Background: an optimization exercise with open tools, aiming at small area and few clock cycles. Do not read the settings as production practice.
Only simulation tests tie the RTL to the original design; equivalence was not proved.
Power figures rest on the tool's default switching activity, not on a simulated workload.

==> flow/config.mk <==
export PLATFORM = sky130hd
export DESIGN_NAME = msrv32_top
export DESIGN_NICKNAME = msrv32_top
export VERILOG_FILES = /design/flow/design.v
export SDC_FILE = /design/flow/constraint.sdc
export NUM_CORES = 4
export LEC_CHECK = 0
export CAP_MARGIN = 20
export CORE_MARGIN = 2
export CORE_UTILIZATION = 40
export SLEW_MARGIN = 20
==> flow/constraint.sdc <==
create_clock -name core_clock -period 16.0 [get_ports {ms_riscv32_mp_clk_in}]
set_input_delay 3.2000 -clock core_clock [delete_from_list [all_inputs] [get_ports {ms_riscv32_mp_clk_in}]]
set_output_delay 3.2000 -clock core_clock [all_outputs]
set_load 0.01 [all_outputs]
==> flow/design.v <==
module msrv32_pc(ms_riscv32_mp_rst_in, pc_src_in, epc_in, trap_address_in, branch_taken_in, iaddr_in, ahb_ready_in, pc_in, ms_riscv32_mp_iaddr_out, pc_plus_4_out, misaligned_instr_logic_out, pc_mux_out);
input ms_riscv32_mp_rst_in, branch_taken_in, ahb_ready_in;
input[1:0] pc_src_in;
input[31:1] iaddr_in;
input[31:0] epc_in, trap_address_in, pc_in;
output misaligned_instr_logic_out;
output reg[31:0] ms_riscv32_mp_iaddr_out;
output[31:0] pc_plus_4_out, pc_mux_out;
wire[31:0] hold_concat, hold_4_add, next_pc;
reg[31:0] hold_pc_mux;
parameter	BOOT_ADDRESS = 32'h00000000;
assign hold_concat = {iaddr_in, 1'b0};
assign hold_4_add = pc_in + 4;
assign pc_plus_4_out = hold_4_add;
assign next_pc = (branch_taken_in)? hold_concat:hold_4_add;
always@*
begin
case(pc_src_in)
	2'b00:	hold_pc_mux = BOOT_ADDRESS;
	2'b01:	hold_pc_mux = epc_in;
	2'b10:	hold_pc_mux = trap_address_in;
	2'b11:	hold_pc_mux = next_pc;
	default: hold_pc_mux = next_pc;
endcase
end
assign misaligned_instr_logic_out = next_pc[1] & branch_taken_in;
always@*
begin
	if (ms_riscv32_mp_rst_in)
		ms_riscv32_mp_iaddr_out = BOOT_ADDRESS;
	else
		ms_riscv32_mp_iaddr_out = hold_pc_mux;
end
assign pc_mux_out = hold_pc_mux;
endmodule
module msrv32_reg_block_1(ms_riscv32_mp_clk_in, ms_riscv32_mp_rst_in, pc_mux_in, pc_out);
input ms_riscv32_mp_clk_in, ms_riscv32_mp_rst_in;
input[31:0] pc_mux_in;
output reg[31:0] pc_out;
always@(posedge ms_riscv32_mp_clk_in or posedge ms_riscv32_mp_rst_in)
begin
	if(ms_riscv32_mp_rst_in)
		pc_out <= 0;
	else
		pc_out <= pc_mux_in;
end
endmodule
module msrv32_imm_generator(instr_in, imm_type_in, imm_out);
input[31:7] instr_in;
input[2:0] imm_type_in;
output reg[31:0] imm_out;
wire [31:0] hold_r_type, hold_i_type, hold_s_type, hold_b_type, hold_u_type, hold_j_type, hold_csr_type;
assign hold_r_type = { {20{instr_in[31]}}, instr_in[31:20]};
assign hold_i_type = {{20{instr_in[31]}}, instr_in[31:20]};
assign hold_s_type = {{20{instr_in[31]}}, instr_in[31:25], instr_in[11:7]}; 
assign hold_b_type = {{19{instr_in[31]}},instr_in[31],instr_in[7],instr_in[30:25], instr_in[11:8], 1'b0};
assign hold_u_type = {instr_in[31:12], 12'h000};
assign hold_j_type = {{11{instr_in[31]}}, instr_in[31], instr_in[19:12], instr_in[20], instr_in[30:21], 1'b0};
assign hold_csr_type = {27'b0, instr_in[19:15]};
always@*
begin
	case(imm_type_in)
		3'b000:	imm_out = hold_r_type;
		3'b001: imm_out = hold_i_type;
		3'b010: imm_out = hold_s_type;
		3'b011: imm_out = hold_b_type;
		3'b100:	imm_out = hold_u_type;
		3'b101: imm_out = hold_j_type;
		3'b110: imm_out = hold_csr_type;
		3'b111: imm_out = hold_i_type;
		default: imm_out = hold_i_type;
	endcase
end
endmodule 
module msrv32_immediate_adder(pc_in, rs_1_in, imm_in, iadder_src_in, iadder_out);
input iadder_src_in;
input[31:0] pc_in, rs_1_in, imm_in;
output[31:0] iadder_out;
wire[31:0] hold_iadder_mux;
assign hold_iadder_mux = (iadder_src_in)? rs_1_in: pc_in;
assign iadder_out = hold_iadder_mux + imm_in;
endmodule
module msrv32_integer_file(clk_in, reset_in, rs_1_addr_in, rs_2_addr_in, rd_addr_in, wr_en_in, rd_in, rs_1_out, rs_2_out);
input clk_in, reset_in, wr_en_in;
input[4:0] rs_1_addr_in, rs_2_addr_in, rd_addr_in;
input[31:0] rd_in;
output[31:0] rs_1_out, rs_2_out;
integer i;
reg[31:0]reg_file[0:31];
wire[31:0] hold_rs_1_out, hold_rs_2_out;
always@(posedge clk_in or posedge reset_in)
begin
	if(reset_in)
	begin
		for(i=0; i<32; i=i+1)
		 reg_file[i] <= 32'b0;
	end
	else if(wr_en_in && rd_addr_in)
		reg_file[rd_addr_in] <= rd_in;
end
assign hold_rs_1_out = (rs_1_addr_in == rd_addr_in && (wr_en_in==1'b1) && (rd_addr_in != 5'd0))? 1'b1: 1'b0;  
assign hold_rs_2_out = (rs_2_addr_in == rd_addr_in && (wr_en_in==1'b1) && (rd_addr_in != 5'd0))? 1'b1: 1'b0;  
assign rs_1_out = (hold_rs_1_out == 1'b1)? rd_in :reg_file[rs_1_addr_in];
assign rs_2_out = (hold_rs_2_out == 1'b1)? rd_in :reg_file[rs_2_addr_in];
endmodule
module msrv32_wr_en_generator(flush_in, rf_wr_en_reg_in, csr_wr_en_reg_in, wr_en_integer_file_out, wr_en_csr_file_out);
input flush_in, rf_wr_en_reg_in, csr_wr_en_reg_in;
output wr_en_integer_file_out, wr_en_csr_file_out;
assign wr_en_csr_file_out = (flush_in == 1'b1)? 1'b0: csr_wr_en_reg_in;
assign wr_en_integer_file_out = (flush_in == 1'b1)? 1'b0: rf_wr_en_reg_in;
endmodule
module msrv32_instruction_mux(flush_in, ms_riscv32_mp_instr_in, opcode_out, funct3_out, funct7_out, rs_1_addr_out, rs_2_addr_out, rd_addr_out, csr_addr_out, instr_out);
input flush_in;
input[31:0] ms_riscv32_mp_instr_in;
output reg[2:0] funct3_out;
output reg[4:0] rs_1_addr_out, rs_2_addr_out, rd_addr_out;
output reg[6:0] opcode_out, funct7_out;
output reg[11:0] csr_addr_out;
output reg[24:0] instr_out;
parameter FLUSH = 32'h00000013;
always@*
begin
	if(flush_in)
	begin
		opcode_out = FLUSH[6:0];
		funct3_out = FLUSH[14:12];
		funct7_out = FLUSH[31:25];
		csr_addr_out = FLUSH[31:20];
		rs_1_addr_out = FLUSH[19:15];
		rs_2_addr_out = FLUSH[24:20];
		rd_addr_out = FLUSH[11:7];
		instr_out = FLUSH[31:7];
	end
	else
	begin
		opcode_out = ms_riscv32_mp_instr_in[6:0];
		funct3_out = ms_riscv32_mp_instr_in[14:12];
		funct7_out = ms_riscv32_mp_instr_in[31:25];
		csr_addr_out = ms_riscv32_mp_instr_in[31:20];
		rs_1_addr_out = ms_riscv32_mp_instr_in[19:15];
		rs_2_addr_out = ms_riscv32_mp_instr_in[24:20];
		rd_addr_out = ms_riscv32_mp_instr_in[11:7];
		instr_out = ms_riscv32_mp_instr_in[31:7];
	end
end
endmodule
module msrv32_branch_unit(rs_1_in, rs_2_in, opcode_in, funct3_in, branch_taken_out);
input[31:0] rs_1_in, rs_2_in;
input[6:2] opcode_in;
input[2:0] funct3_in;
output branch_taken_out;
parameter OPCODE_BRANCH	= 5'b11000;
parameter OPCODE_JAL	= 5'b11011;
parameter OPCODE_JALR	= 5'b11001;
wire pc_mux_sel;
wire pc_mux_sel_en;
reg is_branch;
reg is_jal;
reg is_jalr;
wire is_jump;
reg take;
assign is_jump = is_jal | is_jalr;  
assign pc_mux_sel_en = is_branch | is_jal | is_jalr;  
assign pc_mux_sel = (is_jump == 1'b1)? 1'b1 :take;
assign branch_taken_out = pc_mux_sel_en & pc_mux_sel;
always@*
begin
	case(funct3_in)
		3'b000:	take = (rs_1_in == rs_2_in);
		3'b001:	take = !(rs_1_in == rs_2_in);
		3'b100: take = (rs_1_in[31] ^ rs_2_in[31])? rs_1_in[31] :(rs_1_in < rs_2_in);
		3'b101: take = (rs_1_in[31] ^ rs_2_in[31])? ~rs_1_in[31] :!(rs_1_in < rs_2_in);
		3'b110:	take = (rs_1_in < rs_2_in);
		3'b111: take = !(rs_1_in < rs_2_in);
		default:take = 1'b0;
	endcase
end
always@*
begin
	{is_jal, is_jalr, is_branch} = 0;
	case(opcode_in)
		OPCODE_JAL:	is_jal = 1'b1;
		OPCODE_JALR:	is_jalr= 1'b1;
		OPCODE_BRANCH:	is_branch = 1'b1;
		default:	{is_jal, is_jalr, is_branch} =3'b000;
	endcase
end
endmodule
module msrv32_decoder(trap_taken_in, funct7_five_in, opcode_in, funct3_in, iadder_out_1_0_in, alu_opcode_out,
			mem_wr_req_out, load_size_out, load_unsigned_out, alu_src_out, iadder_src_out,
			csr_wr_en_out, rf_wr_en_out, wb_mux_sel_out, imm_type_out, csr_op_out, illegal_instr_out,
			misaligned_load_out, misaligned_store_out);
input trap_taken_in,  funct7_five_in;
input[1:0] iadder_out_1_0_in;
input[2:0] funct3_in;
input[6:0] opcode_in;
output mem_wr_req_out, load_unsigned_out, alu_src_out, iadder_src_out, csr_wr_en_out, rf_wr_en_out, illegal_instr_out, misaligned_load_out, misaligned_store_out;
output[1:0] load_size_out;
output[3:0] alu_opcode_out;
output[2:0] csr_op_out, imm_type_out, wb_mux_sel_out;
parameter	OP_R   =  5'b01100,
		OP_IMM =  5'b00100,
		LOAD   =  5'b00000,
		STORE  =  5'b01000,
		BRANCH =  5'b11000,
		JAL    =  5'b11011,  
		JALR   =  5'b11001,
		LUI    =  5'b01101,
		AUIPC  =  5'b00101,
		ENVRM  =  5'b11100,
		MISC   =  5'b00011;
parameter	ADD  =	3'b000,
		SLL  =	3'b001,
		SLT  =	3'b010,
		SLTU =	3'b011,
		XOR  =	3'b100,
		SRL  =	3'b101,
		SRA  =  3'b101,
		OR   =	3'b110,
		AND  =	3'b111;
reg is_branch, is_jal, is_jalr, is_auipc, is_lui, is_op_r, is_op_imm, is_load, is_store, is_envrm, is_misc_mem;
reg is_addi, is_slti, is_sltui, is_andi, is_ori, is_xori;
wire is_csr, is_implemented_instr;
wire mal_word, mal_half;
always@*
begin
case(opcode_in[6:2])
	BRANCH:	{is_branch, is_jal, is_jalr, is_auipc, is_lui, is_op_r, is_op_imm, is_load, is_store, is_envrm, is_misc_mem}	= 11'b10000000000;
	JAL:	{is_branch, is_jal, is_jalr, is_auipc, is_lui, is_op_r, is_op_imm, is_load, is_store, is_envrm, is_misc_mem}	= 11'b01000000000;
	JALR:	{is_branch, is_jal, is_jalr, is_auipc, is_lui, is_op_r, is_op_imm, is_load, is_store, is_envrm, is_misc_mem}	= 11'b00100000000;
	AUIPC:	{is_branch, is_jal, is_jalr, is_auipc, is_lui, is_op_r, is_op_imm, is_load, is_store, is_envrm, is_misc_mem}	= 11'b00010000000;
	LUI:	{is_branch, is_jal, is_jalr, is_auipc, is_lui, is_op_r, is_op_imm, is_load, is_store, is_envrm, is_misc_mem}	= 11'b00001000000;
	OP_R:	{is_branch, is_jal, is_jalr, is_auipc, is_lui, is_op_r, is_op_imm, is_load, is_store, is_envrm, is_misc_mem}	= 11'b00000100000;
	OP_IMM:	{is_branch, is_jal, is_jalr, is_auipc, is_lui, is_op_r, is_op_imm, is_load, is_store, is_envrm, is_misc_mem}	= 11'b00000010000;
	LOAD:	{is_branch, is_jal, is_jalr, is_auipc, is_lui, is_op_r, is_op_imm, is_load, is_store, is_envrm, is_misc_mem}	= 11'b00000001000;
	STORE:	{is_branch, is_jal, is_jalr, is_auipc, is_lui, is_op_r, is_op_imm, is_load, is_store, is_envrm, is_misc_mem}	= 11'b00000000100;
	ENVRM:	{is_branch, is_jal, is_jalr, is_auipc, is_lui, is_op_r, is_op_imm, is_load, is_store, is_envrm, is_misc_mem}	= 11'b00000000010;
	MISC:	{is_branch, is_jal, is_jalr, is_auipc, is_lui, is_op_r, is_op_imm, is_load, is_store, is_envrm, is_misc_mem}	= 11'b00000000001;
	default:{is_branch, is_jal, is_jalr, is_auipc, is_lui, is_op_r, is_op_imm, is_load, is_store, is_envrm, is_misc_mem} 	= 11'b00000000000;
endcase
end
always@*
begin
case(funct3_in)
	ADD:	{is_addi, is_slti, is_sltui, is_andi, is_ori, is_xori} = {is_op_imm, 1'b0, 1'b0, 1'b0, 1'b0, 1'b0};
	SLT:	{is_addi, is_slti, is_sltui, is_andi, is_ori, is_xori} = {1'b0, is_op_imm, 1'b0, 1'b0, 1'b0, 1'b0};
	SLTU:	{is_addi, is_slti, is_sltui, is_andi, is_ori, is_xori} = {1'b0, 1'b0, is_op_imm, 1'b0, 1'b0, 1'b0};
	AND:	{is_addi, is_slti, is_sltui, is_andi, is_ori, is_xori} = {1'b0, 1'b0, 1'b0, is_op_imm, 1'b0, 1'b0};
	OR:	{is_addi, is_slti, is_sltui, is_andi, is_ori, is_xori} = {1'b0, 1'b0, 1'b0, 1'b0, is_op_imm, 1'b0};
	XOR:	{is_addi, is_slti, is_sltui, is_andi, is_ori, is_xori} = {1'b0, 1'b0, 1'b0, 1'b0, 1'b0, is_op_imm};
	default: {is_addi, is_slti, is_sltui, is_andi, is_ori, is_xori} = 6'b000000;
endcase
end
assign mal_word = funct3_in[1] & ~funct3_in[0] & (iadder_out_1_0_in[1] | iadder_out_1_0_in[0]);
assign mal_half = ~funct3_in[1] & funct3_in[0] & iadder_out_1_0_in[0];
assign alu_opcode_out[2:0] = funct3_in;
assign csr_op_out = funct3_in;
assign alu_opcode_out[3] = funct7_five_in & ~(is_addi | is_slti | is_sltui | is_andi | is_ori | is_xori);
assign load_size_out = funct3_in[1:0];
assign load_unsigned_out = funct3_in[2];
assign alu_src_out = opcode_in[5];
assign iadder_src_out = is_load | is_store | is_jalr;
assign rf_wr_en_out = is_lui | is_auipc | is_jalr | is_jal | is_op_r | is_load | is_csr | is_op_imm;
assign wb_mux_sel_out[0] = is_load | is_auipc | is_jal | is_jalr;
assign wb_mux_sel_out[1] = is_lui | is_auipc;
assign wb_mux_sel_out[2] = is_csr | is_jal | is_jalr;
assign imm_type_out[0] = is_op_imm | is_load | is_jalr | is_branch | is_jal;
assign imm_type_out[1] = is_store | is_branch | is_csr;
assign imm_type_out[2] = is_lui | is_auipc | is_jal | is_csr;
assign is_implemented_instr = is_branch | is_jal | is_jalr | is_auipc | is_lui | is_op_r | is_op_imm | is_load | is_store | is_envrm | is_misc_mem;
assign is_csr = is_envrm & (funct3_in[0] | funct3_in[1] | funct3_in[2]);
assign csr_wr_en_out = is_csr;
assign illegal_instr_out = ~is_implemented_instr | ~opcode_in[1] | ~opcode_in[0];
assign misaligned_load_out = (mal_half | mal_word) & is_load;
assign misaligned_store_out = (mal_half | mal_word) & is_store;
assign mem_wr_req_out = is_store & ~trap_taken_in & ~(mal_word | mal_half); 
endmodule
module msrv32_reg_block_2(ms_riscv32_mp_clk_in, ms_riscv32_mp_rst_in, rd_addr_in, csr_addr_in, rs_1_in, rs_2_in, 
	pc_in, pc_plus_4_in, branch_taken_in, iadder_in, alu_opcode_in, load_size_in, load_unsigned_in, alu_src_in,
	csr_wr_en_in, rf_wr_en_in, wb_mux_sel_in, csr_op_in, imm_in, rd_addr_reg_out, csr_addr_reg_out, rs_1_reg_out,
	rs_2_reg_out, pc_reg_out, pc_plus_4_reg_out, iadder_out_reg_out, alu_opcode_reg_out, load_size_reg_out,	
	load_unsigned_reg_out, alu_src_reg_out, csr_wr_en_reg_out, rf_wr_en_reg_out, wb_mux_sel_reg_out, csr_op_reg_out, imm_reg_out);
input ms_riscv32_mp_clk_in, ms_riscv32_mp_rst_in, branch_taken_in, load_unsigned_in, alu_src_in, csr_wr_en_in, rf_wr_en_in;
input[1:0] load_size_in;
input[2:0] wb_mux_sel_in, csr_op_in;
input[3:0] alu_opcode_in;
input[4:0] rd_addr_in;
input[11:0] csr_addr_in;
input[31:0] rs_1_in, rs_2_in, pc_in, pc_plus_4_in, iadder_in, imm_in;  
output reg load_unsigned_reg_out, alu_src_reg_out, csr_wr_en_reg_out, rf_wr_en_reg_out;
output reg[1:0] load_size_reg_out;
output reg[2:0] wb_mux_sel_reg_out, csr_op_reg_out;
output reg[3:0] alu_opcode_reg_out;
output reg[4:0] rd_addr_reg_out;
output reg[11:0] csr_addr_reg_out;
output reg[31:0] rs_1_reg_out, rs_2_reg_out, pc_reg_out, pc_plus_4_reg_out, iadder_out_reg_out, imm_reg_out;
always@(posedge ms_riscv32_mp_clk_in or posedge ms_riscv32_mp_rst_in)
begin
	if(ms_riscv32_mp_rst_in)
	begin
		load_unsigned_reg_out <= 1'b0;
		alu_src_reg_out <= 1'b0;
		csr_wr_en_reg_out <= 1'b0;
		rf_wr_en_reg_out <= 1'b0;
		load_size_reg_out <= 2'b00;
		wb_mux_sel_reg_out <= 3'b000;
		csr_op_reg_out <= 3'b000;
		alu_opcode_reg_out <= 4'h0;
		rd_addr_reg_out <= 5'b00000;
		csr_addr_reg_out <= 12'h000;
		rs_1_reg_out <= 32'h00000000;
		rs_2_reg_out <= 32'h00000000;
		pc_reg_out <= 32'h00000000;
		pc_plus_4_reg_out <= 32'h00000000;
		iadder_out_reg_out <= 32'h00000000;
		imm_reg_out <= 32'h00000000;
	end
	else
	begin
		load_unsigned_reg_out <= load_unsigned_in;
		alu_src_reg_out <= alu_src_in;
		csr_wr_en_reg_out <= csr_wr_en_in;
		rf_wr_en_reg_out <= rf_wr_en_in;
		load_size_reg_out <= load_size_in;
		wb_mux_sel_reg_out <= wb_mux_sel_in;
		csr_op_reg_out <= csr_op_in;
		alu_opcode_reg_out <= alu_opcode_in;
		rd_addr_reg_out <= rd_addr_in;
		csr_addr_reg_out <= csr_addr_in;
		rs_1_reg_out <= rs_1_in;
		rs_2_reg_out <= rs_2_in;
		pc_reg_out <= pc_in;
		pc_plus_4_reg_out <= pc_plus_4_in;
		iadder_out_reg_out[31:1] <=  iadder_in[31:1];
		iadder_out_reg_out[0] <= (branch_taken_in)? 1'b0: iadder_in[0];
		imm_reg_out <= imm_in;
	end
end
endmodule
module msrv32_store_unit(funct3_in, iadder_in, rs_2_in, mem_wr_req_in, ahb_ready_in,
			 ms_riscv32_mp_dmdata_out, ms_riscv32_mp_dmaddr_out, 
			ms_riscv32_mp_dmwr_mask_out, ms_riscv32_mp_dmwr_req_out, ahb_htrans_out);
input mem_wr_req_in, ahb_ready_in;
input[1:0] funct3_in;
input[31:0] iadder_in, rs_2_in;
output ms_riscv32_mp_dmwr_req_out;
output reg[3:0] ms_riscv32_mp_dmwr_mask_out;
output reg[31:0] ms_riscv32_mp_dmdata_out;
output[31:0] ms_riscv32_mp_dmaddr_out;
output reg[1:0] ahb_htrans_out;
reg[3:0] hold_byte_mask_out, hold_half_mask_out;
reg[31:0] hold_byte_data_out, hold_half_data_out;
always@*
begin
	case(funct3_in)
		2'b00:	ms_riscv32_mp_dmdata_out = hold_byte_data_out;
		2'b01:	ms_riscv32_mp_dmdata_out = hold_half_data_out;
		2'b10:	ms_riscv32_mp_dmdata_out = rs_2_in;
		default:ms_riscv32_mp_dmdata_out = rs_2_in;
	endcase
	if(ahb_ready_in)
		ahb_htrans_out = 2'b10;
	else
		ahb_htrans_out =2'b00;
end
always@*
begin
	case(iadder_in[1:0])
		2'b00:	hold_byte_data_out = {8'b0, 8'b0, 8'b0, rs_2_in[7:0]};  	
		2'b01:	hold_byte_data_out = {8'b0, 8'b0, rs_2_in[15:8], 8'b0};
		2'b10:	hold_byte_data_out = {8'b0, rs_2_in[23:16], 8'b0, 8'b0};
		2'b11:	hold_byte_data_out = {rs_2_in[31:24], 8'b0, 8'b0, 8'b0};
		default: hold_byte_data_out = 32'h00000000;	
		endcase
end
always@*
begin
	case(iadder_in[1])
		1'b0:	hold_half_data_out = {16'b0, rs_2_in[15:0]};  
		1'b1:	hold_half_data_out = {rs_2_in[31:16], 16'b0};
		default: hold_half_data_out = 32'h00000000;	
	endcase
end
always@*
begin
	case(funct3_in)
		2'b00:	ms_riscv32_mp_dmwr_mask_out = hold_byte_mask_out;
		2'b01:	ms_riscv32_mp_dmwr_mask_out = hold_half_mask_out;
		default:ms_riscv32_mp_dmwr_mask_out = {4{mem_wr_req_in}};
	endcase
end
always@*
begin
	case(iadder_in[1:0])
		2'b00:	hold_byte_mask_out = {2'b0, 1'b0, mem_wr_req_in};
		2'b01:	hold_byte_mask_out = {2'b0, mem_wr_req_in, 1'b0};
		2'b10:	hold_byte_mask_out = {1'b0, mem_wr_req_in, 2'b0};	
		2'b11:	hold_byte_mask_out = {mem_wr_req_in, 2'b0, 1'b0};
		default:hold_byte_mask_out = 32'h00000000;	
	endcase
end
always@*
begin
	case(iadder_in[1])
		1'b0:	hold_half_mask_out = {2'b0, {2{mem_wr_req_in}}};
		1'b1:	hold_half_mask_out = {{2{mem_wr_req_in}}, 2'b0};
		default: hold_half_mask_out = 32'h00000000;	
	endcase
end
assign ms_riscv32_mp_dmaddr_out = {iadder_in[31:2], 2'b00};
assign ms_riscv32_mp_dmwr_req_out = mem_wr_req_in;
endmodule 
module msrv32_load_unit_v2(ahb_resp_in, ms_riscv32_mp_dmdata_in, iadder_out_1_0_in,
			load_unsigned_in, load_size_in, lu_output_out);
input ahb_resp_in, load_unsigned_in;
input[1:0] iadder_out_1_0_in, load_size_in;
input[31:0] ms_riscv32_mp_dmdata_in;
output reg [31:0] lu_output_out;
wire a, b, c, d;
assign a = (load_unsigned_in)?0:ms_riscv32_mp_dmdata_in[7];
assign b = (load_unsigned_in == 1'b1)? 1'b0: ms_riscv32_mp_dmdata_in[15];
assign c = (load_unsigned_in == 1'b1)? 1'b0: ms_riscv32_mp_dmdata_in[23];
assign d = (load_unsigned_in == 1'b1)? 1'b0: ms_riscv32_mp_dmdata_in[31];
always@(*)
begin
	begin
	lu_output_out = 0;
	if(!ahb_resp_in)
		case(load_size_in)
			2'b00:	begin
				case(iadder_out_1_0_in)
					2'b00:	lu_output_out = {{24{a}}, ms_riscv32_mp_dmdata_in[7:0]};
					2'b01:	lu_output_out = {{24{b}}, ms_riscv32_mp_dmdata_in[15:8]};
					2'b10:	lu_output_out = {{24{c}}, ms_riscv32_mp_dmdata_in[23:16]};
					2'b11:	lu_output_out = {{24{d}}, ms_riscv32_mp_dmdata_in[31:24]};
				endcase
				end
			2'b01: begin
				case(iadder_out_1_0_in[1])
					1'b0:	lu_output_out = {{16{b}}, ms_riscv32_mp_dmdata_in[15:0]};
					1'b1:	lu_output_out = {{16{d}}, ms_riscv32_mp_dmdata_in[31:16]};
				endcase
			 	end
			default: lu_output_out = ms_riscv32_mp_dmdata_in;		
		endcase			
	end
end
endmodule
module msrv32_alu(op_1_in, op_2_in, opcode_in, result_out);
input[3:0] opcode_in;
input[31:0] op_1_in, op_2_in;
output reg[31:0] result_out;
wire[31:0] hold_funct7_msb;
wire[31:0] hold_add_sub;
wire[31:0] hold_shift_right;
wire[31:0] hold_shift_arith;
wire[31:0] hold_shift_logical;
wire[31:0] hold_slt, hold_sltu;
wire signed[31:0] signed_op_1_in, signed_op_2_in;
parameter	ALU_ADD_SUB= 3'b000,
		ALU_SLT	= 3'b010,
		ALU_SLTU= 3'b011,
		ALU_AND	= 3'b111,
		ALU_OR	= 3'b110,
		ALU_XOR	= 3'b100,
		ALU_SLL	= 3'b001,
		ALU_SR	= 3'b101;
assign signed_op_1_in = op_1_in;
assign signed_op_2_in = -op_2_in;
assign hold_funct7_msb = (opcode_in[3]==1'b1)? (signed_op_2_in): op_2_in;
assign hold_add_sub = signed_op_1_in + hold_funct7_msb;
assign hold_shift_arith = signed_op_1_in >>> op_2_in[4:0];
assign hold_shift_logical = op_1_in >> op_2_in[4:0];
assign hold_shift_right = (opcode_in[3]==1'b1)? hold_shift_arith: hold_shift_logical;
assign hold_sltu = signed_op_1_in < op_2_in;
assign hold_slt = (signed_op_1_in[31]^op_2_in[31])? signed_op_1_in[31] :hold_sltu;
always@*
begin
	case(opcode_in[2:0])
		ALU_ADD_SUB:	result_out	= hold_add_sub;
		ALU_SLT:	result_out	= {31'b0, hold_slt};
		ALU_SLTU:	result_out	= {31'b0, hold_sltu};
		ALU_AND:	result_out	= op_1_in & op_2_in;
		ALU_OR:		result_out	= op_1_in | op_2_in;
		ALU_XOR:	result_out	= op_1_in ^ op_2_in;
		ALU_SLL:	result_out	= op_1_in << op_2_in[4:0];
		ALU_SR:		result_out	= hold_shift_right;
		default:	result_out = 32'h00000000;
	endcase
end
endmodule
module msrv32_wb_mux_sel_unit(alu_src_reg_in, wb_mux_sel_reg_in, alu_result_in, lu_output_in, imm_reg_in, iadder_out_reg_in, csr_data_in, pc_plus_4_reg_in, rs_2_reg_in, wb_mux_out, alu_2nd_src_mux_out);
input alu_src_reg_in;
input[2:0] wb_mux_sel_reg_in;
input[31:0] alu_result_in, lu_output_in, imm_reg_in, iadder_out_reg_in, csr_data_in, pc_plus_4_reg_in, rs_2_reg_in;
output reg[31:0] wb_mux_out; 
output[31:0] alu_2nd_src_mux_out;
parameter	WB_ALU 		= 3'b000,
		WB_LU		= 3'b001,
		WB_IMM 		= 3'b010,
		WB_IADDER_OUT 	= 3'b011,
		WB_CSR		= 3'b100,
		WB_PC_PLUS	= 3'b101;
always@*
begin
	case(wb_mux_sel_reg_in)
		WB_ALU:		wb_mux_out = alu_result_in;
		WB_LU:		wb_mux_out = lu_output_in;
		WB_IMM:		wb_mux_out = imm_reg_in;
		WB_IADDER_OUT:	wb_mux_out = iadder_out_reg_in;
		WB_CSR:		wb_mux_out = csr_data_in;
		WB_PC_PLUS:	wb_mux_out = pc_plus_4_reg_in;
		default:	wb_mux_out = alu_result_in;	
	endcase
end
assign alu_2nd_src_mux_out = (alu_src_reg_in == 1'b1)? rs_2_reg_in: imm_reg_in;
endmodule
module msrv32_top(ms_riscv32_mp_clk_in, ms_riscv32_mp_rst_in, ms_riscv32_mp_instr_hready_in,
		ms_riscv32_mp_dmdata_in, ms_riscv32_mp_instr_in, ms_riscv32_mp_hresp_in, ms_riscv32_mp_rc_in,
		ms_riscv32_mp_data_hready_in, ms_riscv32_mp_eirq_in, ms_riscv32_mp_tirq_in, ms_riscv32_mp_sirq_in,
		ms_riscv32_mp_dmwr_req_out, ms_riscv32_mp_imaddr_out, ms_riscv32_mp_dmaddr_out, ms_riscv32_mp_dmdata_out,
		ms_riscv32_mp_dmwr_mask_out, ms_riscv32_mp_data_htrans_out);
input ms_riscv32_mp_clk_in, ms_riscv32_mp_rst_in, ms_riscv32_mp_instr_hready_in,
	ms_riscv32_mp_hresp_in, ms_riscv32_mp_data_hready_in, ms_riscv32_mp_eirq_in,
	ms_riscv32_mp_tirq_in, ms_riscv32_mp_sirq_in;
input[31:0] ms_riscv32_mp_dmdata_in, ms_riscv32_mp_instr_in;
input[63:0] ms_riscv32_mp_rc_in;
output ms_riscv32_mp_dmwr_req_out; 
output[1:0] ms_riscv32_mp_data_htrans_out;
output[3:0] ms_riscv32_mp_dmwr_mask_out;
output[31:0] ms_riscv32_mp_imaddr_out, ms_riscv32_mp_dmaddr_out, ms_riscv32_mp_dmdata_out;
wire 	hold_ir_wr_gn_file_out, hold_ir_wr_gn_flush_in_mc_out, hold_ir_mux_flush_in_mc_out,
	hold_reg_2_wr_gn_rf_out, hold_reg_2_wr_gn_csr_out, hold_ir_wr_gn_csr_out, hold_brch_out,
	hold_dec_trap_in_mc_out, hold_dec_mem_req_out, hold_dec_load_unsign_out, hold_dec_alu_src_out,
	hold_dec_iadder_src_out, hold_dec_csr_wr_en_out, hold_dec_rf_wr_en_out, hold_dec_illegal_instr_out,
	hold_dec_mis_load_out, hold_dec_mis_store_out, hold_reg_2_load_unsign_out, hold_reg_2_alu_src_out,
	hold_pc_misalinged_instr_out_mc_in, hold_mc_int_ext_out, hold_mc_int_ext_en_out, hold_mc_pc_en_out,
	hold_mc_instr_count_out, hold_mc_clear_mie_out, hold_mc_set_mie_out, misaligned_exception, hold_csr_mie_out,
	hold_csr_meie_out, hold_csr_mtie_out, hold_csr_msie_out, hold_csr_meip_out, hold_csr_mtip_out, 
	hold_csr_msip_out;
wire[1:0] hold_pc_src_in_mc_out, hold_dec_load_size_out, hold_reg_2_load_size_out;
wire[2:0] hold_ir_funct3_out, hold_dec_wb_mux_out, hold_dec_imm_type_out, hold_dec_csr_op_out, hold_reg_2_wb_mux_sel_out,
	  hold_reg_2_csr_op_out;
wire[3:0] hold_dec_alu_opc_out, hold_reg_2_alu_opc_out, hold_mc_int_ext_code_out;
wire[4:0] hold_rs_1_addr_out, hold_rs_2_addr_out, hold_rd_addr_out, hold_reg_2_rd_addr_out;
wire[6:0] hold_ir_opc_out, hold_ir_funct7_out;
wire[11:0] hold_ir_mux_csr_addr_out, hold_reg_2_csr_addr_out;
wire[24:0] hold_ir_mux_instr_out;
wire[31:0] hold_pc_trap_addr_in_csr_out, hold_pc_iaddr_in_imm_addr_out, hold_epc_in_csr_out, 
	hold_pc_in_reg_1_out, hold_pc_plus_4_out, hold_pc_mux_out_reg_1_in, hold_reg_1_out, 
	hold_imm_gen_out, hold_rs_1_out, hold_rs_2_out, hold_imm_add_out, hold_reg_2_pc_plus_4_out,
	hold_reg_2_pc_out, hold_reg_2_rs_2_out, hold_reg_2_rs_1_out, hold_reg_2_imm_out, 
	hold_reg_2_iadder_out, hold_lu_out, hold_wb_mux_to_alu_out, hold_alu_result_out, hold_csr_data_out, hold_wb_mux_out;
msrv32_pc PC(.ms_riscv32_mp_rst_in(ms_riscv32_mp_rst_in), .pc_src_in(hold_pc_src_in_mc_out),
	.pc_in(hold_reg_1_out), .epc_in(hold_epc_in_csr_out), .trap_address_in(hold_pc_trap_addr_in_csr_out),
	.branch_taken_in(hold_brch_out), .iaddr_in(hold_imm_add_out[31:1]), 
	.ahb_ready_in(ms_riscv32_mp_instr_hready_in), .ms_riscv32_mp_iaddr_out(ms_riscv32_mp_imaddr_out),
	.pc_plus_4_out(hold_pc_plus_4_out), .misaligned_instr_logic_out(hold_pc_misalinged_instr_out_mc_in), 
	.pc_mux_out(hold_pc_mux_out_reg_1_in));
msrv32_reg_block_1 REG_1(.ms_riscv32_mp_clk_in(ms_riscv32_mp_clk_in), .ms_riscv32_mp_rst_in(ms_riscv32_mp_rst_in),
			.pc_mux_in(hold_pc_mux_out_reg_1_in), .pc_out(hold_reg_1_out));
msrv32_imm_generator IMM_GEN(.instr_in(hold_ir_mux_instr_out), .imm_type_in(hold_dec_imm_type_out),
				.imm_out(hold_imm_gen_out));
msrv32_immediate_adder IMM_ADDER(.iadder_src_in(hold_dec_iadder_src_out), .pc_in(hold_reg_1_out), .rs_1_in(hold_rs_1_out),
				.imm_in(hold_imm_gen_out), .iadder_out(hold_imm_add_out));
msrv32_integer_file IRF(.clk_in(ms_riscv32_mp_clk_in), .reset_in(ms_riscv32_mp_rst_in), 
				.wr_en_in(hold_ir_wr_gn_file_out), .rs_1_addr_in(hold_rs_1_addr_out), 
				.rs_2_addr_in(hold_rs_2_addr_out), .rd_addr_in(hold_reg_2_rd_addr_out), .rd_in(hold_wb_mux_out),
				.rs_1_out(hold_rs_1_out), .rs_2_out(hold_rs_2_out));
msrv32_wr_en_generator IR_WR_GEN(.flush_in(hold_ir_wr_gn_flush_in_mc_out), .rf_wr_en_reg_in(hold_reg_2_wr_gn_rf_out), 
				.csr_wr_en_reg_in(hold_reg_2_wr_gn_csr_out), .wr_en_integer_file_out(hold_ir_wr_gn_file_out),
				 .wr_en_csr_file_out(hold_ir_wr_gn_csr_out));
msrv32_instruction_mux IR_MUX(.flush_in(hold_ir_mux_flush_in_mc_out), .ms_riscv32_mp_instr_in(ms_riscv32_mp_instr_in), .opcode_out(hold_ir_opc_out),
			 .funct3_out(hold_ir_funct3_out), .funct7_out(hold_ir_funct7_out), .rs_1_addr_out(hold_rs_1_addr_out), 
			.rs_2_addr_out(hold_rs_2_addr_out), .rd_addr_out(hold_rd_addr_out), .csr_addr_out(hold_ir_mux_csr_addr_out), 
			.instr_out(hold_ir_mux_instr_out));
msrv32_branch_unit BRCH(.rs_1_in(hold_rs_1_out), .rs_2_in(hold_rs_2_out), .opcode_in(hold_ir_opc_out[6:2]), .funct3_in(hold_ir_funct3_out),
			 .branch_taken_out(hold_brch_out));
msrv32_decoder DEC(.trap_taken_in(hold_dec_trap_in_mc_out), .funct7_five_in(hold_ir_funct7_out[5]), .opcode_in(hold_ir_opc_out), 
		.funct3_in(hold_ir_funct3_out), .iadder_out_1_0_in(hold_imm_add_out[1:0]), .alu_opcode_out(hold_dec_alu_opc_out),
		.mem_wr_req_out(hold_dec_mem_req_out), .load_size_out(hold_dec_load_size_out), .load_unsigned_out(hold_dec_load_unsign_out),
		.alu_src_out(hold_dec_alu_src_out), .iadder_src_out(hold_dec_iadder_src_out), .csr_wr_en_out(hold_dec_csr_wr_en_out), 
		.rf_wr_en_out(hold_dec_rf_wr_en_out), .wb_mux_sel_out(hold_dec_wb_mux_out), .imm_type_out(hold_dec_imm_type_out), 
		.csr_op_out(hold_dec_csr_op_out), .illegal_instr_out(hold_dec_illegal_instr_out), .misaligned_load_out(hold_dec_mis_load_out),
		.misaligned_store_out(hold_dec_mis_store_out));
msrv32_reg_block_2 REG2(.ms_riscv32_mp_clk_in(ms_riscv32_mp_clk_in), .ms_riscv32_mp_rst_in(ms_riscv32_mp_rst_in), .rd_addr_in(hold_rd_addr_out), 
			.csr_addr_in(hold_ir_mux_csr_addr_out), .rs_1_in(hold_rs_1_out), .rs_2_in(hold_rs_2_out), .pc_in(hold_reg_1_out), 
			.pc_plus_4_in(hold_pc_plus_4_out), .branch_taken_in(hold_brch_out), .iadder_in(hold_imm_add_out), 
			.alu_opcode_in(hold_dec_alu_opc_out), .load_size_in(hold_dec_load_size_out), .load_unsigned_in(hold_dec_load_unsign_out),
			.alu_src_in(hold_dec_alu_src_out), .csr_wr_en_in(hold_dec_csr_wr_en_out), .rf_wr_en_in(hold_dec_rf_wr_en_out),
			.wb_mux_sel_in(hold_dec_wb_mux_out), .csr_op_in(hold_dec_csr_op_out), .imm_in(hold_imm_gen_out), 
			.rd_addr_reg_out(hold_reg_2_rd_addr_out), .csr_addr_reg_out(hold_reg_2_csr_addr_out), .rs_1_reg_out(hold_reg_2_rs_1_out),
			.rs_2_reg_out(hold_reg_2_rs_2_out), .pc_reg_out(hold_reg_2_pc_out), .pc_plus_4_reg_out(hold_reg_2_pc_plus_4_out), 
			.iadder_out_reg_out(hold_reg_2_iadder_out), .alu_opcode_reg_out(hold_reg_2_alu_opc_out), .load_size_reg_out(hold_reg_2_load_size_out),
			.load_unsigned_reg_out(hold_reg_2_load_unsign_out), .alu_src_reg_out(hold_reg_2_alu_src_out), .csr_wr_en_reg_out(hold_reg_2_wr_gn_csr_out),
			.rf_wr_en_reg_out(hold_reg_2_wr_gn_rf_out), .wb_mux_sel_reg_out(hold_reg_2_wb_mux_sel_out), .csr_op_reg_out(hold_reg_2_csr_op_out),
			.imm_reg_out(hold_reg_2_imm_out));
msrv32_store_unit STORE(.funct3_in(hold_ir_funct3_out[1:0]), .iadder_in(hold_imm_add_out), .rs_2_in(hold_rs_2_out), .mem_wr_req_in(hold_dec_mem_req_out), 
		.ahb_ready_in(ms_riscv32_mp_data_hready_in), .ms_riscv32_mp_dmdata_out(ms_riscv32_mp_dmdata_out), .ms_riscv32_mp_dmaddr_out(ms_riscv32_mp_dmaddr_out),
		.ms_riscv32_mp_dmwr_mask_out(ms_riscv32_mp_dmwr_mask_out), .ms_riscv32_mp_dmwr_req_out(ms_riscv32_mp_dmwr_req_out), .ahb_htrans_out(ms_riscv32_mp_data_htrans_out));
msrv32_load_unit_v2 LOAD(.ahb_resp_in(ms_riscv32_mp_hresp_in), .ms_riscv32_mp_dmdata_in(ms_riscv32_mp_dmdata_in), .iadder_out_1_0_in(hold_reg_2_iadder_out[1:0]), 
			.load_unsigned_in(hold_reg_2_load_unsign_out), .load_size_in(hold_reg_2_load_size_out), .lu_output_out(hold_lu_out));
msrv32_alu ALU(.op_1_in(hold_reg_2_rs_1_out), .op_2_in(hold_wb_mux_to_alu_out), .opcode_in(hold_reg_2_alu_opc_out), .result_out(hold_alu_result_out));
msrv32_wb_mux_sel_unit WB_MUX(.alu_src_reg_in(hold_reg_2_alu_src_out), .wb_mux_sel_reg_in(hold_reg_2_wb_mux_sel_out), .alu_result_in(hold_alu_result_out), .lu_output_in(hold_lu_out),
			.imm_reg_in(hold_reg_2_imm_out), .iadder_out_reg_in(hold_reg_2_iadder_out), .csr_data_in(hold_csr_data_out), .pc_plus_4_reg_in(hold_reg_2_pc_plus_4_out), 
			.rs_2_reg_in(hold_reg_2_rs_2_out), .wb_mux_out(hold_wb_mux_out), .alu_2nd_src_mux_out(hold_wb_mux_to_alu_out));
assign hold_pc_src_in_mc_out = 2'b11;
assign hold_ir_wr_gn_flush_in_mc_out = 1'b0;
assign hold_ir_mux_flush_in_mc_out = 1'b0;
assign hold_dec_trap_in_mc_out = 1'b0;
assign hold_csr_data_out = 32'h00000000;
assign hold_epc_in_csr_out = 32'h00000000;
assign hold_pc_trap_addr_in_csr_out = 32'h00000000;
endmodule
==> flow/run.sh <==
#!/bin/bash
# synth_recipe.tcl (not shown) runs the flow's synth.tcl, then flattens the netlist and writes it again
# the make line also repeats each setting of config.mk as NAME=value (left out here)
make -C /OpenROAD-flow-scripts/flow DESIGN_CONFIG=/design/flow/config.mk WORK_HOME=/design/flow/orfs CLKGATE_MAP_FILE= SYNTH_SCRIPT=/design/flow/synth_recipe.tcl finish
==> notes.md <==
CP Data Arrival Time=around 13 ns; cts hold-fix bufs=0; initial drt markers=around 12000; Yosys warning count=13; Buf+Inv Stages, Crit Path=5; Worst-Skew Late Latency=0.85 ns; Post-Syn Area=roughly 71000 um^2; minimum clock period=about 16 ns; root buf cell=clkbuf_16; Syn Inst Count=7901; Async S/R FF share, synth=1.00; Cell Rows=between 150 and 200; total power=0.0122 W; CP max stage cell=dfrtp_4; measured slew at the worst slew-check pin=between 1 and 1.5 ns; final setup TNS=0 ns; largest net degree at the start of global routing=about 150; final setup margin=roughly 0.24 ns; slowest stage delay, CP=0.79 ns; maximum vdd drop=0.0000954 V; initial core utilization=0.401; Total Wirelength=approximately 420000 um; synthesized flop and latch total=about 1200; final setup vio count=0; Post-DRT Antenna Nets=0; global route total overflow=0; Post-CTS Resized=0; number of global-route vias before repair=68800; Core Util, Final=0.461; syn_area_per_cell=~9 um^2; setup skew after layout=roughly 0.075 ns; antenna violations before repair=35; Final Hold Viols=0; GRT Overall Usage=0.454; first-pass GRT wire length=between 500000 and 600000 um; worst hold path type=flip-flop to flip-flop; RSZ-0062 raised after global routing=false; Synth area leaders=dfrtp_1, nand2_1, mux2_2; Inserted Clock Buffers=roughly 140; Max FO, Critical Path=35; Static Leak=between 30 and 40 nW; period utilization=0.985; port bufs=163; post-synthesis sequential area ratio=0.431; top_reg_cell synth=dfrtp_1; CP dominant cell by count=a21oi_1; most area-hungry cell type in the Yosys netlist=dfrtp_1; Post-synth EDFFs=0; final net count=between 8000 and 9000; core box area=between 150000 and 200000 um^2; hpwl dp=approximately 270000 um; DP Worst Slack=about 1.3 ns; clk sinks=approximately 1200; via/cell ratio=slightly above 7; I/O pin count=approximately 240; Distinct cells, synth=around 100; via count=around 73000; P per Cell Area=149 nW/um^2; fraction of layout cells with a size suffix above 1=0.139; die area=~180000 um^2; Slew Limit Fails=0; DR WL/cell=approximately 41 um; router iterations before antenna repair=9; Rel. slew slack=0.135; most frequent cell after synthesis=nand2_1; Remaining DRCs=0; commonest cells in the netlist=nand2_1, dfrtp_1, o21ai_0, clkbuf_1, a22oi_1; die height=427 um; Critical Path Source Type=flip-flop; WP data required=between 10 and 15 ns; maxcap violations=0; Filler Cell Count=17200; CTS clk-pin slew, worst paths=around 0.060 ns; CTS tree=yes; crit-path leading delay family=compound AO/OA/AOI/OAI gates; postcts setup bufs=0; CTS H-tree depth=4; synthesis-to-layout area growth=14.8%; Synth top area share=0.431; WS Path Type=flip-flop to primary output; DIE WIDTH=about 430 um; CTS Buffer Depth=3; Final Wtd Congestion=roughly 1.0; Peak Freq=63.4 MHz; crit path capture type=primary output; outcome=no timing/DRC/antenna violations
worst register-to-register path: cells and delay by family, from the launching register on:
kind	cells	cell delay [ns]
and+or+nand+nor	8	2.45
buffers and inverters	4	1.24
DFF	1	0.79
AOI/OAI and AO/OA	15	4.66
adders and majority gates	2	0.80
xor gates and xnor gates	3	0.56
muxes	1	0.48
flip-flops by register name (all words and copies together), names as in the netlist:
name / cells
REG2.rs_2_reg_out: 32
REG2.wb_mux_sel_reg_out: 3
IRF.reg_file: 1024
REG2.alu_src_reg_out: 1
REG_1.pc_out: 32
REG2.iadder_out_reg_out: 32
REG2.rs_1_reg_out: 32
REG2.pc_plus_4_reg_out: 32
REG2.rd_addr_reg_out: 5
REG2.imm_reg_out: 32
REG2.load_size_reg_out: 1
REG2.alu_opcode_reg_out: 3
REG2.rf_wr_en_reg_out: 1
power by group:
part / internal [W] / switching (W)
Sequential: 0.00386 / 0.000808
Combinational: 0.00145 / 0.00256
Clock: 0.00207 / 0.00147
placed cells by master, fill, tap and decap left out, types with 129 or more instances in the layout:
cell / n
dfrtp_1: 1227
a22oi_1: 417
clkbuf_16: 145
mux2_2: 301
nand2_1: 1683
a21oi_1: 285
inv_1: 150
a22o_1: 278
nor2_1: 231
nand3_1: 129
a221oi_1: 300
nand4_1: 139
o21ai_0: 609
mux2i_1: 152
ha_1: 196
buf_4: 285
clkdlybuf4s50_1: 163
per-layer routing:
layer  GRT usage  part of all wire  wire [um]  vias to the layer above
met5     0.00582           0.00052        219                        -
li1            -                 -          -                    28700
met3       0.193              0.14      58500                     2196
met2       0.646              0.41     172000                     6325
met4       0.359              0.10      43000                       30
met1       0.535              0.35     148000                    35700
logic make-up (layout without fill, tap and decap cells):
logic type                 after synthesis  after routing  share of synthesized area
adders and majority gates              198            198                     0.0349
xor gates and xnor gates               121            121                     0.0148
buffers and inverters                  844            896                     0.0472
AOI/OAI and AO/OA                     2367           2367                      0.233
muxes                                  493            493                     0.0808
and+or+nand+nor                       2647           2647                      0.159
other                                    1             37                  0.0000525
DFF                                   1230           1230                      0.431
stage by stage:
| stage | hold slack [ns] | cell area (um^2) | cells |
|---|---|---|---|
| after floorplan | 0.361 | 71500 | 7903 |
| after CTS | 0.397 | 81800 | 10300 |
| final | 0.397 | 82000 | 10300 |
| after detailed placement | 0.385 | 76800 | 10100 |
| after global placement | 0.377 | 76700 | 10000 |
| after global routing | 0.404 | 82000 | 10300 |
cell type report:
type,count,area [um^2],share of cell area
tap,2355,2950,0.0359
clock buffer,206,4150,0.0506
inverter,160,607,0.00740
timing repair buffer,482,4460,0.0544
clock inverter,48,852,0.0104
antenna,34,85.1,0.00104
multi-input combinational,5829,38200,0.465
sequential,1230,30800,0.375
path summary, 6_finish.rpt:
kind                       slack [ns]                               end                            start  cells after the start
max                              0.24       ms_riscv32_mp_imaddr_out[1]   REG2.alu_src_reg_out$_DFF_PP0_                     34
min                              0.40   IRF.reg_file[0][24]$_DFFE_PP0P_  IRF.reg_file[0][24]$_DFFE_PP0P_                      0
max reg2reg                      4.93        REG_1.pc_out[15]$_DFF_PP0_   REG2.alu_src_reg_out$_DFF_PP0_                     33
min reg2reg                      0.40   IRF.reg_file[0][24]$_DFFE_PP0P_  IRF.reg_file[0][24]$_DFFE_PP0P_                      0
max in group asynchronous        8.38  IRF.reg_file[29][23]$_DFFE_PP0P_             ms_riscv32_mp_rst_in                      8
min in group asynchronous        3.00        REG_1.pc_out[12]$_DFF_PP0_             ms_riscv32_mp_rst_in                      3
Testbench counts, summed over its fixed seeds: cycles 66,674.

[what the ideal ports hide]
Ports are ideal in the flow. The routed layout listed here was re-timed in OpenROAD.
Step 1 (the two cells are an assumption about what drives the block):
set clk [get_ports {ms_riscv32_mp_clk_in}]
set_driving_cell -lib_cell sky130_fd_sc_hd__clkbuf_16 $clk
set_driving_cell -lib_cell sky130_fd_sc_hd__buf_2 [delete_from_list [all_inputs] $clk]
Step 2 adds t to the input delays and takes it off the output delays; t is the mean of the earliest and latest rising clock arrival at the registers after step 1. Input paths then give back, and output paths get back, about the clock's delay inside the block.
Three values: ideal, step 1, step 2; two values: the first two.
t, ns: 0.909
setup slack, ns: 0.236 / 0.141 / 0.716
worst setup path at the end: input to output
worst data-port slew with drivers (ns): 0.16
pins driven straight from the clock port: 1
After both steps this run still meets setup and hold. The setup slack of this run moves by -0.095 ns with the drivers and by +0.480 ns with both steps.
